This design comes from an exercise in tuning for small area on the open sky130 flow, not from production work. Where RTL was checked, it was by simulation tests only, not by an equivalence proof against the original. Function not checked in run 2: the RTL went through the layout flow alone.

==> flow/design.v (outline; a module is shown in full before it is edited, if it fits) <==
// module dline: 13 lines
// module mult24: 1594 lines
// module fa3: 6 lines
// module ha2: 6 lines
// module mac: 252 lines
module mac(clk, a, b, c, op, z);
  // ...
==> flow/run.sh <==
#!/bin/bash
# synth_recipe.tcl (not shown) runs the flow's synth.tcl, then flattens the netlist and writes it again
# the make line also repeats each setting of config.mk as NAME=value (left out here)
make -C /OpenROAD-flow-scripts/flow DESIGN_CONFIG=/design/flow/config.mk WORK_HOME=/design/flow/orfs CLKGATE_MAP_FILE= SYNTH_SCRIPT=/design/flow/synth_recipe.tcl finish
==> flow/config.mk <==
export PLATFORM = sky130hd
export DESIGN_NAME = mac
export DESIGN_NICKNAME = mac
export VERILOG_FILES = /design/flow/design.v
export SDC_FILE = /design/flow/constraint.sdc
export NUM_CORES = 4
export LEC_CHECK = 0
export ABC_AREA = 1
export CAP_MARGIN = 20
export CORE_MARGIN = 2
export CORE_UTILIZATION = 40
export CTS_BUF_LIST = sky130_fd_sc_hd__clkbuf_16
export CTS_CLUSTER_DIAMETER = 80
export CTS_CLUSTER_SIZE = 30
export SLEW_MARGIN = 20
export SYNTH_HIERARCHICAL = 1
export SYNTH_MINIMUM_KEEP_SIZE = 0
==> flow/constraint.sdc <==
create_clock -name core_clock -period 13.0 [get_ports {clk}]
set_input_delay 2.6000 -clock core_clock [delete_from_list [all_inputs] [get_ports {clk}]]
set_output_delay 2.6000 -clock core_clock [all_outputs]
set_load 0.01 [all_outputs]
==> impl_table.tex, run 1 <==
\begin{tabular}{lr}
\hline
Metric & Value \\
\hline
\multicolumn{2}{l}{\textbf{Status}} \\
Result of the run & timing/DRC/antenna clean \\
\multicolumn{2}{l}{\textbf{Routing}} \\
Routed met3 length & between 7 and 8 mm \\
Count of antenna-violating nets left after detailed routing & 0 \\
\multicolumn{2}{l}{\textbf{Floorplanning}} \\
FP Rows & 115 \\
Die Span X & 320.2 µm \\
Floorplan core area & 98710 µm² \\
Starting density of the core & 40.51\% \\
\multicolumn{2}{l}{\textbf{Yosys}} \\
Post-synth top area share & 29.24\% \\
Xor/xnor cell area share of the yosys netlist & 7.842\% \\
Top-count cell post-synth & sky130\_fd\_sc\_hd\_\_nand2\_1 \\
Mux share of post-synthesis cell area & 0.2003\% \\
Post-synthesis compound-gate area fraction & 11.46\% \\
Most used standard cells in the synthesized netlist & 927 x sky130\_fd\_sc\_hd\_\_nand2\_1, 584 x sky130\_fd\_sc\_hd\_\_dfxtp\_1, 439 x sky130\_fd\_sc\_hd\_\_inv\_1, 433 x sky130\_fd\_sc\_hd\_\_nand3\_1, 320 x sky130\_fd\_sc\_hd\_\_fa\_1 \\
\multicolumn{2}{l}{\textbf{Worst setup path}} \\
Critical Setup Path Class & in2reg \\
Biggest cell delay along the critical path & 0.56 ns \\
Startpoint kind of the worst setup timing path & input port \\
R2R Path Start & pu2\$\_DFF\_P\_ \\
CP Capture Type & register \\
WP data required & $\sim$14 ns \\
\multicolumn{2}{l}{\textbf{Global route}} \\
Most used routing layer & met2 \\
Pin count of the biggest net entering global routing & 78 \\
Global-route wire length before repair & between 150 and 200 mm \\
\multicolumn{2}{l}{\textbf{Timing}} \\
Setup violation total in the final timing report & 0 \\
Final sum of negative setup slack & 0 ns \\
Clock tree skew after final layout & 0.05697 ns \\
Remaining max-slew budget at the tightest pin & 22.39\% \\
Final hold viol count & 0 \\
\multicolumn{2}{l}{\textbf{Final layout}} \\
Inverters, non-clock & approximately 480 \\
Multi-input logic cell count & about 3500 \\
Final-layout clock-cell area share & 1.981\% \\
Max reg flops & 416 \\
\multicolumn{2}{l}{\textbf{Placement}} \\
DPL Wire Length & 90.23 mm \\
Global placer's final weighted congestion & 0.9598 \\
Area post-placement & 42520 µm² \\
Port buffer count & 129 \\
\multicolumn{2}{l}{\textbf{Min path}} \\
Min-Delay Startpoint & u\_dl.r[0][7]\$\_DFF\_P\_ \\
Hold endpoint & u\_dl.r[1][7]\$\_DFF\_P\_ \\
\multicolumn{2}{l}{\textbf{Clocking}} \\
Clk slew on worst S/H paths & about 0.10 ns \\
Skew-Pair Late Insertion Delay & 0.63 ns \\
Deepest clock path buffer count & 3 \\
\hline
\end{tabular}
==> module mac, before the edit <==
module mac(clk, a, b, c, op, z);
  input         clk;
  input  [31:0] a;
  input  [31:0] b;
  input  [31:0] c;
  input         op;
  output [31:0] z;
  function [4:0] lzc24;
    input [23:0] x;
    integer i;
    begin
      lzc24 = 5'd24;
      for (i = 0; i < 24; i = i + 1)
        if (x[i]) lzc24 = 5'd23 - i[4:0];
    end
  endfunction
  function [4:0] tzc24;
    input [23:0] x;
    integer i;
    begin
      tzc24 = 5'd24;
      for (i = 23; i >= 0; i = i - 1)
        if (x[i]) tzc24 = i[4:0];
    end
  endfunction
  function [5:0] rip6;
    input [5:0] x, y;
    input ci;
    integer i;
    reg k;
    begin
      k = ci;
      for (i = 0; i < 6; i = i + 1) begin
        rip6[i] = x[i] ^ y[i] ^ k;
        k = (x[i] & y[i]) | (k & (x[i] ^ y[i]));
      end
    end
  endfunction
  function [7:0] rip8;
    input [7:0] x, y;
    input ci;
    integer i;
    reg k;
    begin
      k = ci;
      for (i = 0; i < 8; i = i + 1) begin
        rip8[i] = x[i] ^ y[i] ^ k;
        k = (x[i] & y[i]) | (k & (x[i] ^ y[i]));
      end
    end
  endfunction
  function [9:0] rip10;
    input [9:0] x, y;
    input ci;
    integer i;
    reg k;
    begin
      k = ci;
      for (i = 0; i < 10; i = i + 1) begin
        rip10[i] = x[i] ^ y[i] ^ k;
        k = (x[i] & y[i]) | (k & (x[i] ^ y[i]));
      end
    end
  endfunction
  function [30:0] inc31;
    input [30:0] x;
    input ci;
    integer i;
    reg k;
    begin
      k = ci;
      for (i = 0; i < 31; i = i + 1) begin
        inc31[i] = x[i] ^ k;
        k = x[i] & k;
      end
    end
  endfunction
  function [30:0] inc31b;
    input [30:0] x;
    input ci;
    integer i;
    reg k;
    reg [3:0] cb;
    begin
      cb[0] = ci;
      cb[1] = cb[0] & (&x[7:0]);
      cb[2] = cb[1] & (&x[15:8]);
      cb[3] = cb[2] & (&x[23:16]);
      for (i = 0; i < 31; i = i + 1) begin
        if (i % 8 == 0) k = cb[i / 8];
        inc31b[i] = x[i] ^ k;
        k = x[i] & k;
      end
    end
  endfunction
  function [27:0] bk28;
    input [27:0] x, y;
    input ci;
    reg [27:0] gg, pp, hp;
    integer k, dd;
    begin
      gg = x & y;
      pp = x ^ y;
      hp = pp;
      gg[0] = gg[0] | (pp[0] & ci);
      for (dd = 1; dd < 28; dd = dd * 2)
        for (k = 2 * dd - 1; k < 28; k = k + 2 * dd) begin
          gg[k] = gg[k] | (pp[k] & gg[k-dd]);
          pp[k] = pp[k] & pp[k-dd];
        end
      for (dd = 8; dd >= 1; dd = dd / 2)
        for (k = 3 * dd - 1; k < 28; k = k + 2 * dd) begin
          gg[k] = gg[k] | (pp[k] & gg[k-dd]);
          pp[k] = pp[k] & pp[k-dd];
        end
      bk28 = hp ^ {gg[26:0], ci};
    end
  endfunction
  reg  [31:0] c1;
  always @(posedge clk)
    c1 <= {~op ^ c[31], c[30:0]};
  wire       ms   = a[31] ^ b[31];
  wire [7:0] ea   = a[30:23];
  wire [7:0] eb   = b[30:23];
  wire       anz  = |ea;
  wire       bnz  = |eb;
  wire       amax = &ea;
  wire       bmax = &eb;
  wire       amz  = ~|a[22:0];
  wire       bmz  = ~|b[22:0];
  wire       mnan = (amax & ~amz) | (bmax & ~bmz) |
                    (amax & ~bnz & bmz) | (bmax & ~anz & amz);
  wire       minf = amax | bmax;
  wire [23:0] ma = {anz, a[22:0]};
  wire [23:0] mb = {bnz, b[22:0]};
  wire [47:0] p;
  mult24 u_mult(ma, mb, p);
  wire [5:0] lza = {1'b0, lzc24(ma) | lzc24(mb)};
  wire [5:0] tz  = rip6({1'b0, tzc24(ma)}, {1'b0, tzc24(mb)}, 1'b0);
  wire [9:0] es  = rip10({2'b00, ea[7:1], ea[0] | ~anz},
                         {2'b00, eb[7:1], eb[0] | ~bnz}, 1'b0);
  wire [9:0] zb  = rip10(es, -10'd126, 1'b0);
  wire [9:0] zm1 = rip10(es, -10'd127, 1'b0);
  wire [9:0] et  = rip10(zb, {4'b1111, ~lza}, 1'b1);
  wire       lim = et[9] | (et[8:1] == 8'd0);    
  wire signed [6:0] l0 = lim ? ((zm1[9] & ~(&zm1[8:5] & (zm1[4:0] > 5'd6))) ? -7'sd25 : zm1[6:0])
                             : ((lza > 6'd24) ? 7'sd24 : {1'b0, lza});
  wire [5:0] u = 6'd24 - l0[5:0];                
  wire [96:0] w = {24'b0, p, 25'b0} >> u;
  wire [26:0] q = w[48:22];
  wire [7:0] tl   = rip8({2'b00, tz}, {l0[6], l0}, 1'b0);
  wire       st0  = tl[7] | (tl < 8'd21);
  wire [7:0] e8   = lim ? 8'd1 : et[7:0];
  wire       ovf0 = ~lim & ~et[9] & et[8];
  wire       ovf1 = ~lim & ~et[9] & ~et[8] & (&et[7:0]);
  wire        extra = ~q[26] & ~lim;
  wire [23:0] pm    = extra ? q[25:2] : q[26:3];
  wire        pg    = extra ? q[1] : q[2];
  wire        pr    = extra ? q[0] : q[1];
  wire        pst   = st0 | (~extra & q[0]);
  wire        pup   = pg & (pr | pst | pm[0]);
  wire [7:0]  pe    = e8 - {7'b0, extra};
  wire        povf  = ovf0 | (ovf1 & ~extra);
  wire [30:0] pz    = mnan          ? {9'h1ff, 22'b0} :
                      (minf | povf) ? {8'hff, 23'b0} :
                                      {pm[23] ? pe : 8'h00, pm[22:0]};
  wire        pu    = pup & ~(mnan | minf | povf);
  reg         ps2, pu2;
  reg  [30:0] pz2;
  reg  [31:0] c2;
  always @(posedge clk) begin
    c2  <= c1;
    ps2 <= ms;
    pz2 <= pz;
    pu2 <= pu;
  end
  wire [31:0] x     = {ps2, inc31b(pz2, pu2)};
  wire [31:0] y     = c2;
  wire       sx   = x[31];
  wire       sy   = y[31];
  wire       xmax = &x[30:23];
  wire       ymax = &y[30:23];
  wire       xmz  = ~|x[22:0];
  wire       ymz  = ~|y[22:0];
  wire       xn   = xmax & ~xmz;
  wire       yn   = ymax & ~ymz;
  wire       xi   = xmax & xmz;
  wire       yi   = ymax & ymz;
  wire [32:0] kx = xmax ? {10'b0000000001, x[22:0]} : {x[30:0], 2'b00};
  wire [32:0] ky = ymax ? {10'b0000000001, y[22:0]} : {y[30:0], 2'b00};
  wire xgt = kx > ky;
  wire tie = kx == ky;
  wire sdp = tie ? (sx & sy) : (xgt ? sx : sy);
  wire sgn = (xi & yi)  ? sy :
             (xi & ~yn) ? sx :
             (yi & ~xn) ? sy : sdp;
  wire nan = xn | yn | (xi & yi & (sx ^ sy));
  wire inf = xi | yi;
  wire [30:0] bg  = xgt ? x[30:0] : y[30:0];
  wire [30:0] sm  = xgt ? y[30:0] : x[30:0];
  wire        bnz2 = |bg[30:23];
  wire        snz2 = |sm[30:23];
  wire [7:0]  ebg = {bg[30:24], bg[23] | ~bnz2};
  wire [7:0]  esm = {sm[30:24], sm[23] | ~snz2};
  wire [23:0] mbg = {bnz2, bg[22:0]};
  wire [23:0] msm = {snz2, sm[22:0]};
  wire [7:0]  d   = ebg - esm;
  wire [4:0]  dd  = (d > 8'd31) ? 5'd31 : d[4:0];
  wire [26:0] sx3 = {msm, 3'b000};
  wire [26:0] sa  = sx3 >> dd;
  wire [26:0] lost = sx3 & ~({27{1'b1}} << dd);
  wire        stk = |lost;
  wire [27:0] bgx = {1'b0, mbg, 3'b000};
  wire [27:0] smx = {1'b0, sa[26:1], sa[0] | stk};
  wire        sub = sx ^ sy;
  wire [27:0] sum = bk28(bgx, smx ^ {28{sub}}, sub);
  reg         sg3, nan3, inf3;
  reg  [7:0]  eb3;
  reg  [27:0] sum3;
  always @(posedge clk) begin
    sg3  <= sgn;
    nan3 <= nan;
    inf3 <= inf;
    eb3  <= ebg;
    sum3 <= sum;
  end
  reg [4:0] lz;
  integer i;
  always @* begin
    lz = 5'd28;
    for (i = 0; i < 28; i = i + 1)
      if (sum3[i]) lz = 5'd27 - i[4:0];
  end
  wire [4:0]  sh  = ({3'b000, lz} <= eb3) ? lz : eb3[4:0];
  wire [27:0] sn  = sum3 << sh;
  wire [23:0] m   = sn[27:4];
  wire        g   = sn[3];
  wire        r   = sn[2];
  wire        st  = sn[1] | sn[0];
  wire        up  = g & (r | st | m[0]);
  wire [8:0]  e   = {1'b0, eb3} + 9'd1 - {4'b0, sh};
  wire        ovf = e[8] | (&e[7:0]);            
  wire [30:0] zu  = {m[23] ? e[7:0] : 8'h00, m[22:0]};
  wire [30:0] zr  = inc31(zu, up);
  wire [31:0] s   = nan3         ? {sg3, 9'h1ff, 22'b0} :
                    (inf3 | ovf) ? {sg3, 8'hff, 23'b0} :
                                   {sg3, zr};
  reg  [31:0] r4;
  always @(posedge clk)
    r4 <= s;
  dline #(32, 13) u_dl(clk, r4, z);
endmodule
==> inputs of run 2 (changes only) <==
--- a/flow/design.v
+++ b/flow/design.v
@@ -1735,6 +1735,23 @@
       bk28 = hp ^ {gg[26:0], ci};
     end
   endfunction
+  function gt33;
+    input [32:0] x, y;
+    reg [63:0] gg, pp;
+    integer k, w;
+    begin
+      gg = 64'd0;
+      pp = {64{1'b1}};
+      gg[32:0] = x & ~y;
+      pp[32:0] = x | ~y;
+      for (w = 32; w >= 1; w = w / 2)
+        for (k = 0; k < w; k = k + 1) begin
+          gg[k] = gg[2*k+1] | (pp[2*k+1] & gg[2*k]);
+          pp[k] = pp[2*k+1] & pp[2*k];
+        end
+      gt33 = gg[0];
+    end
+  endfunction
   reg  [31:0] c1;
   always @(posedge clk)
     c1 <= {~op ^ c[31], c[30:0]};
@@ -1807,7 +1824,7 @@
   wire       yi   = ymax & ymz;
   wire [32:0] kx = xmax ? {10'b0000000001, x[22:0]} : {x[30:0], 2'b00};
   wire [32:0] ky = ymax ? {10'b0000000001, y[22:0]} : {y[30:0], 2'b00};
-  wire xgt = kx > ky;
+  wire xgt = gt33(kx, ky);
   wire tie = kx == ky;
   wire sdp = tie ? (sx & sy) : (xgt ? sx : sy);
   wire sgn = (xi & yi)  ? sy :
--- a/flow/config.mk
+++ b/flow/config.mk
@@ -9,8 +9,7 @@
 export CAP_MARGIN = 20
 export CORE_MARGIN = 2
 export CORE_UTILIZATION = 40
-export CTS_BUF_LIST = sky130_fd_sc_hd__clkbuf_16
-export CTS_CLUSTER_DIAMETER = 80
+export CTS_BUF_LIST = sky130_fd_sc_hd__clkbuf_8
 export CTS_CLUSTER_SIZE = 30
 export SLEW_MARGIN = 20
 export SYNTH_HIERARCHICAL = 1
==> impl_table.tex, run 2 <==
\begin{tabular}{lr}
\hline
Metric & Value \\
\hline
\multicolumn{2}{l}{\textbf{Status}} \\
Result of the run & timing/DRC/antenna clean (unchanged) \\
\multicolumn{2}{l}{\textbf{Floorplanning}} \\
Starting density of the core & 40.42\% (was 40.51\%) \\
Height of the chip & 322.1 µm (was 320.2 µm) \\
Die ar. & 103800 µm² (was 102500 µm²) \\
Die Span X & 322.1 µm (was 320.2 µm) \\
FP Rows & 116 (was 115) \\
Floorplan core area & 100100 µm² (was 98710 µm²) \\
Num ports & 130 (unchanged) \\
\multicolumn{2}{l}{\textbf{Yosys}} \\
Post-synth ARST share & 0\% (unchanged) \\
Register bit count reported by yosys & 584 (unchanged) \\
Dominant combinational cell family by area after synthesis & adder cells (unchanged) \\
Synth Cell Area & 40480 µm² (was 39980 µm²) \\
Top-count cell post-synth & sky130\_fd\_sc\_hd\_\_nand2\_1 (unchanged) \\
Prevailing post-synth register cell & sky130\_fd\_sc\_hd\_\_dfxtp\_1 (unchanged) \\
Mux share of post-synthesis cell area & 0.4204\% (was 0.2003\%) \\
Sequential fraction of the synthesis area & 28.88\% (was 29.24\%) \\
Area share of fa/ha/maj cells after synthesis & 24.60\% (was 23.91\%) \\
Post-synthesis cell count & 4903 (was 4800) \\
Avg Synthesized Cell Area & 8.256 µm² (was 8.330 µm²) \\
Post-synthesis compound-gate area fraction & 12.69\% (was 11.46\%) \\
Count of flip-flops with a built-in enable after synthesis & 0 (unchanged) \\
Yosys synthesis warning count & 9 (unchanged) \\
Cells taking the most area after synthesis & sky130\_fd\_sc\_hd\_\_dfxtp\_1 29\%, sky130\_fd\_sc\_hd\_\_fa\_1 16\%, sky130\_fd\_sc\_hd\_\_nand2\_1 9.2\%, sky130\_fd\_sc\_hd\_\_ha\_1 8.8\%, sky130\_fd\_sc\_hd\_\_inv\_1 4.8\% (was sky130\_fd\_sc\_hd\_\_dfxtp\_1 29\%, sky130\_fd\_sc\_hd\_\_fa\_1 16\%, sky130\_fd\_sc\_hd\_\_nand2\_1 8.7\%, sky130\_fd\_sc\_hd\_\_ha\_1 7.9\%, sky130\_fd\_sc\_hd\_\_nand3\_1 5.4\%) \\
Post-synth top area share & 28.88\% (was 29.24\%) \\
Most used standard cells in the synthesized netlist & 993 x sky130\_fd\_sc\_hd\_\_nand2\_1, 584 x sky130\_fd\_sc\_hd\_\_dfxtp\_1, 519 x sky130\_fd\_sc\_hd\_\_inv\_1, 321 x sky130\_fd\_sc\_hd\_\_o21ai\_0, 320 x sky130\_fd\_sc\_hd\_\_fa\_1 (was 927 x sky130\_fd\_sc\_hd\_\_nand2\_1, 584 x sky130\_fd\_sc\_hd\_\_dfxtp\_1, 439 x sky130\_fd\_sc\_hd\_\_inv\_1, 433 x sky130\_fd\_sc\_hd\_\_nand3\_1, 320 x sky130\_fd\_sc\_hd\_\_fa\_1) \\
Share of synthesized cell area in and, or, nand and nor gates & 17.76\% (was 20.02\%) \\
Library cell with the largest summed area after synthesis & sky130\_fd\_sc\_hd\_\_dfxtp\_1 (unchanged) \\
Distinct cells, synth & 63 (was 71) \\
Xor/xnor cell area share of the yosys netlist & 7.789\% (was 7.842\%) \\
\multicolumn{2}{l}{\textbf{Routing}} \\
Vias post-DR & 33557 (was 32958) \\
Routed met3 length & 8.202 mm (was 7.957 mm) \\
Routed length on met2 & 50.92 mm (was 50.48 mm) \\
DR DRC count & 0 (unchanged) \\
Detailed-routing iteration count for the pre-antenna-repair pass & 7 (was 8) \\
Max Used Layer & met4 (unchanged) \\
Sum of routed wire length over all layers & 115.1 mm (was 113.1 mm) \\
Count of antenna-violating nets left after detailed routing & 0 (unchanged) \\
Vias/cell & 5.303 (was 5.383) \\
Initial detailed-routing violation count & 3073 (was 2991) \\
DR WL/cell & 18.18 µm (was 18.47 µm) \\
Routed length on met1 & 51.59 mm (was 50.56 mm) \\
\multicolumn{2}{l}{\textbf{Final layout}} \\
Most flops, register & u\_dl.r (unchanged) \\
Number of nets in the finished design & 5671 (was 5496) \\
Syn-to-layout area delta & 10.31\% (was 8.509\%) \\
Most frequent cells in the layout & 993 x sky130\_fd\_sc\_hd\_\_nand2\_1, 584 x sky130\_fd\_sc\_hd\_\_dfxtp\_1, 543 x sky130\_fd\_sc\_hd\_\_inv\_1 (was 927 x sky130\_fd\_sc\_hd\_\_nand2\_1, 584 x sky130\_fd\_sc\_hd\_\_dfxtp\_1, 440 x sky130\_fd\_sc\_hd\_\_inv\_1) \\
Design Area, Final & 44650 µm² (was 43380 µm²) \\
Max reg flops & 416 (unchanged) \\
Leading cell type in the layout, fill and taps excluded & sky130\_fd\_sc\_hd\_\_nand2\_1 (unchanged) \\
Layout cells sized above 1 & 6.403\% (was 5.915\%) \\
\multicolumn{2}{l}{\textbf{Min path}} \\
Hold Path Depth & 0 (unchanged) \\
Min-Delay Startpoint & u\_dl.r[0][16]\$\_DFF\_P\_ (was u\_dl.r[0][7]\$\_DFF\_P\_) \\
Hold crit path type & reg2reg (unchanged) \\
\multicolumn{2}{l}{\textbf{Timing}} \\
Worst setup margin & 1.257 ns (was 1.184 ns) \\
Remaining max-slew budget at the tightest pin & 23.29\% (was 22.39\%) \\
Final sum of negative setup slack & 0 ns (unchanged) \\
Final hold viol count & 0 (unchanged) \\
Clock period minus worst slack & 11.74 ns (was 11.82 ns) \\
Final max-slew violation count & 0 (unchanged) \\
Setup repair after global routing missed its margin & no (unchanged) \\
Highest Clock Rate & 0.08515 GHz (was 0.08463 GHz) \\
Setup violation total in the final timing report & 0 (unchanged) \\
Clock tree skew after final layout & 0.07472 ns (was 0.05697 ns) \\
Pin slew with the least headroom to its limit & 1.148 ns (was 1.161 ns) \\
Worst hold-check slack & 0.3046 ns (was 0.2961 ns) \\
Period utilisation layout & 90.33\% (was 90.89\%) \\
\multicolumn{2}{l}{\textbf{Worst setup path}} \\
Slack of the worst reg-to-reg path & 1.26 ns (was 1.72 ns) \\
Crit Reg-Reg Endpoint & sum3[27]\$\_DFF\_P\_ (unchanged) \\
CP Capture Type & register (unchanged) \\
Most frequent cell on the critical path & sky130\_fd\_sc\_hd\_\_nand2\_1 (was sky130\_fd\_sc\_hd\_\_ha\_1) \\
Data arrival time of the worst path & 12.27 ns (was 12.39 ns) \\
Biggest cell delay along the critical path & 0.63 ns (was 0.56 ns) \\
Max Fanout on Critical Path & 28 (was 27) \\
Critical Setup Path Class & reg2reg (was in2reg) \\
Endpoint of the most critical setup path & sum3[27]\$\_DFF\_P\_ (was pz2[29]\$\_SDFF\_PP1\_) \\
Startpoint kind of the worst setup timing path & register (was input port) \\
Critical Path Start & pu2\$\_DFF\_P\_ (was a[28]) \\
Number of cell instances on the worst register-to-register path & 63 (was 64) \\
WP data required & 13.53 ns (was 13.57 ns) \\
Cell at the slowest stage of the critical path & sky130\_fd\_sc\_hd\_\_nand2\_1 (was sky130\_fd\_sc\_hd\_\_inv\_1) \\
Number of cells on the critical path & 63 (was 45) \\
R2R Path Start & pu2\$\_DFF\_P\_ (unchanged) \\
Bufs and invs on worst path & 9 (was 12) \\
Kind of cell with the highest combined delay on the critical path & simple AND/OR/NAND/NOR gates (was adder cells) \\
\multicolumn{2}{l}{\textbf{Global route}} \\
Number of global-route vias before repair & 32633 (was 32237) \\
Global-route wire length before repair & 181.3 mm (was 178.9 mm) \\
Overall routing resource usage & 22.17\% (was 21.91\%) \\
Initial antenna violation count & 1 (was 2) \\
Pin count of the biggest net entering global routing & 97 (was 78) \\
GRT overflow & 0 (unchanged) \\
\multicolumn{2}{l}{\textbf{Clocking}} \\
Clk slew on worst S/H paths & 0.06 ns (was 0.10 ns) \\
Number of levels the H-tree was split into & 3 (was 1) \\
Number of hold buffers added after CTS & 0 (unchanged) \\
Skew-Pair Late Insertion Delay & 0.69 ns (was 0.63 ns) \\
Deepest clock path buffer count & 3 (unchanged) \\
Clock tree root driver cell & sky130\_fd\_sc\_hd\_\_clkbuf\_8 (was sky130\_fd\_sc\_hd\_\_clkbuf\_16) \\
TritonCTS clock tree & done (unchanged) \\
Number of buffers created by CTS & 81 (was 27) \\
\# clock sinks & 584 (unchanged) \\
Number of cells upsized or downsized after cts & 0 (unchanged) \\
Post-CTS setup repair buffer count & 0 (unchanged) \\
\multicolumn{2}{l}{\textbf{Placement}} \\
DPL Wire Length & 90.96 mm (was 90.23 mm) \\
Worst slack after detailed placement & 0.8439 ns (was 0.6590 ns) \\
Area post-placement & 42940 µm² (was 42520 µm²) \\
Port buffer count & 129 (unchanged) \\
Global placer's final weighted congestion & 0.9892 (was 0.9598) \\
\multicolumn{2}{l}{\textbf{Run}} \\
Max-cap violations & 0 (unchanged) \\
\hline
\end{tabular}
run 2: cell families after synthesis:
| group | count (synthesis) |
|---|---|
| compound gates | 878 |
| xor+xnor | 360 |
| fa+ha+maj | 604 |
| buf+inv | 786 |
| flops | 584 |
| mux | 17 |
| other cells | 1 |
| simple gates | 1673 |
run 2: cell type report:
| cell class | instances | area [µm²] |
|---|---|---|
| Sequential cell | 584 | 11690 |
| Multi-Input combinational cell | 3544 | 25670 |
| Clock buffer | 100 | 1376 |
| Timing Repair Buffer | 210 | 1907 |
| Clock inverter | 43 | 325.3 |
| Fill cell | 10033 | 55490 |
| Tap cell | 1298 | 1624 |
| Antenna cell | 1 | 2.502 |
| Inverter | 548 | 2057 |
run 2: how the worst min path moves through the flow:
stage,endpoint,slack (ns)
CTS,u_dl.r[0][19]$_DFF_P_,0.30
global route,u_dl.r[8][12]$_DFF_P_,0.31
floorplan,c2[0]$_DFF_P_,0.31
detailed placement,c2[15]$_DFF_P_,0.31
global placement,u_dl.r[7][9]$_DFF_P_,0.31
finish,u_dl.r[1][16]$_DFF_P_,0.30
run 2: per-layer routing:
layer	vias to the layer above	global-route usage [%]
met5	-	0
met4	0	8.328
met3	245	3.867
met2	1257	34.94
met1	15822	30.35
li1	16233	-
run 2: modules after synthesis (local to each module, per instance), a selection:
| module | copies in the design | cells |
|---|---|---|
| mac | 1 | 3084 |
| mult24 | 1 | 1105 |
| fa3 | 264 | 1 |
| ha2 | 34 | 1 |
run 2: stage by stage:
stage,cells,utilization (%)
2_1_floorplan,4914,-
3_3_place_gp,6184,42.88
3_5_place_dp,6184,42.88
4_1_cts,6327,44.58
5_1_grt,6328,44.59
6_report,6328,44.59

static timing again, ports no longer ideal:
How much do the figures lean on ideal ports? The routed layouts below were timed once more, with nothing changed but the port constraints.
Step 1 sets driving cells, clkbuf_16 on the clock port and buf_2 on the other inputs (assumed; they add their load-dependent delay and slew).
Step 2 moves the port delays by t, midway between the first and last clock arrival at a register: inputs arrive t later, outputs are due t later. That takes back most of the time a late clock gives input paths.
a / b / c = no drivers / after step 1 / after step 2; a / b = the first two.
| run | shift t [ns] | setup WS [ns] | worst data-port slew with drivers (ns) |
|---|---|---|---|
| run 1 | 0.661 | 1.184 / 1.223 / 0.562 | 0.05 |
| run 2 | 0.715 | 1.257 / 1.257 / 0.802 | 0.07 |
After both steps setup and hold are still met in every run listed. The setup slack of run 1, which loses most, moves by +0.039 ns with the drivers and by -0.622 ns with both steps.
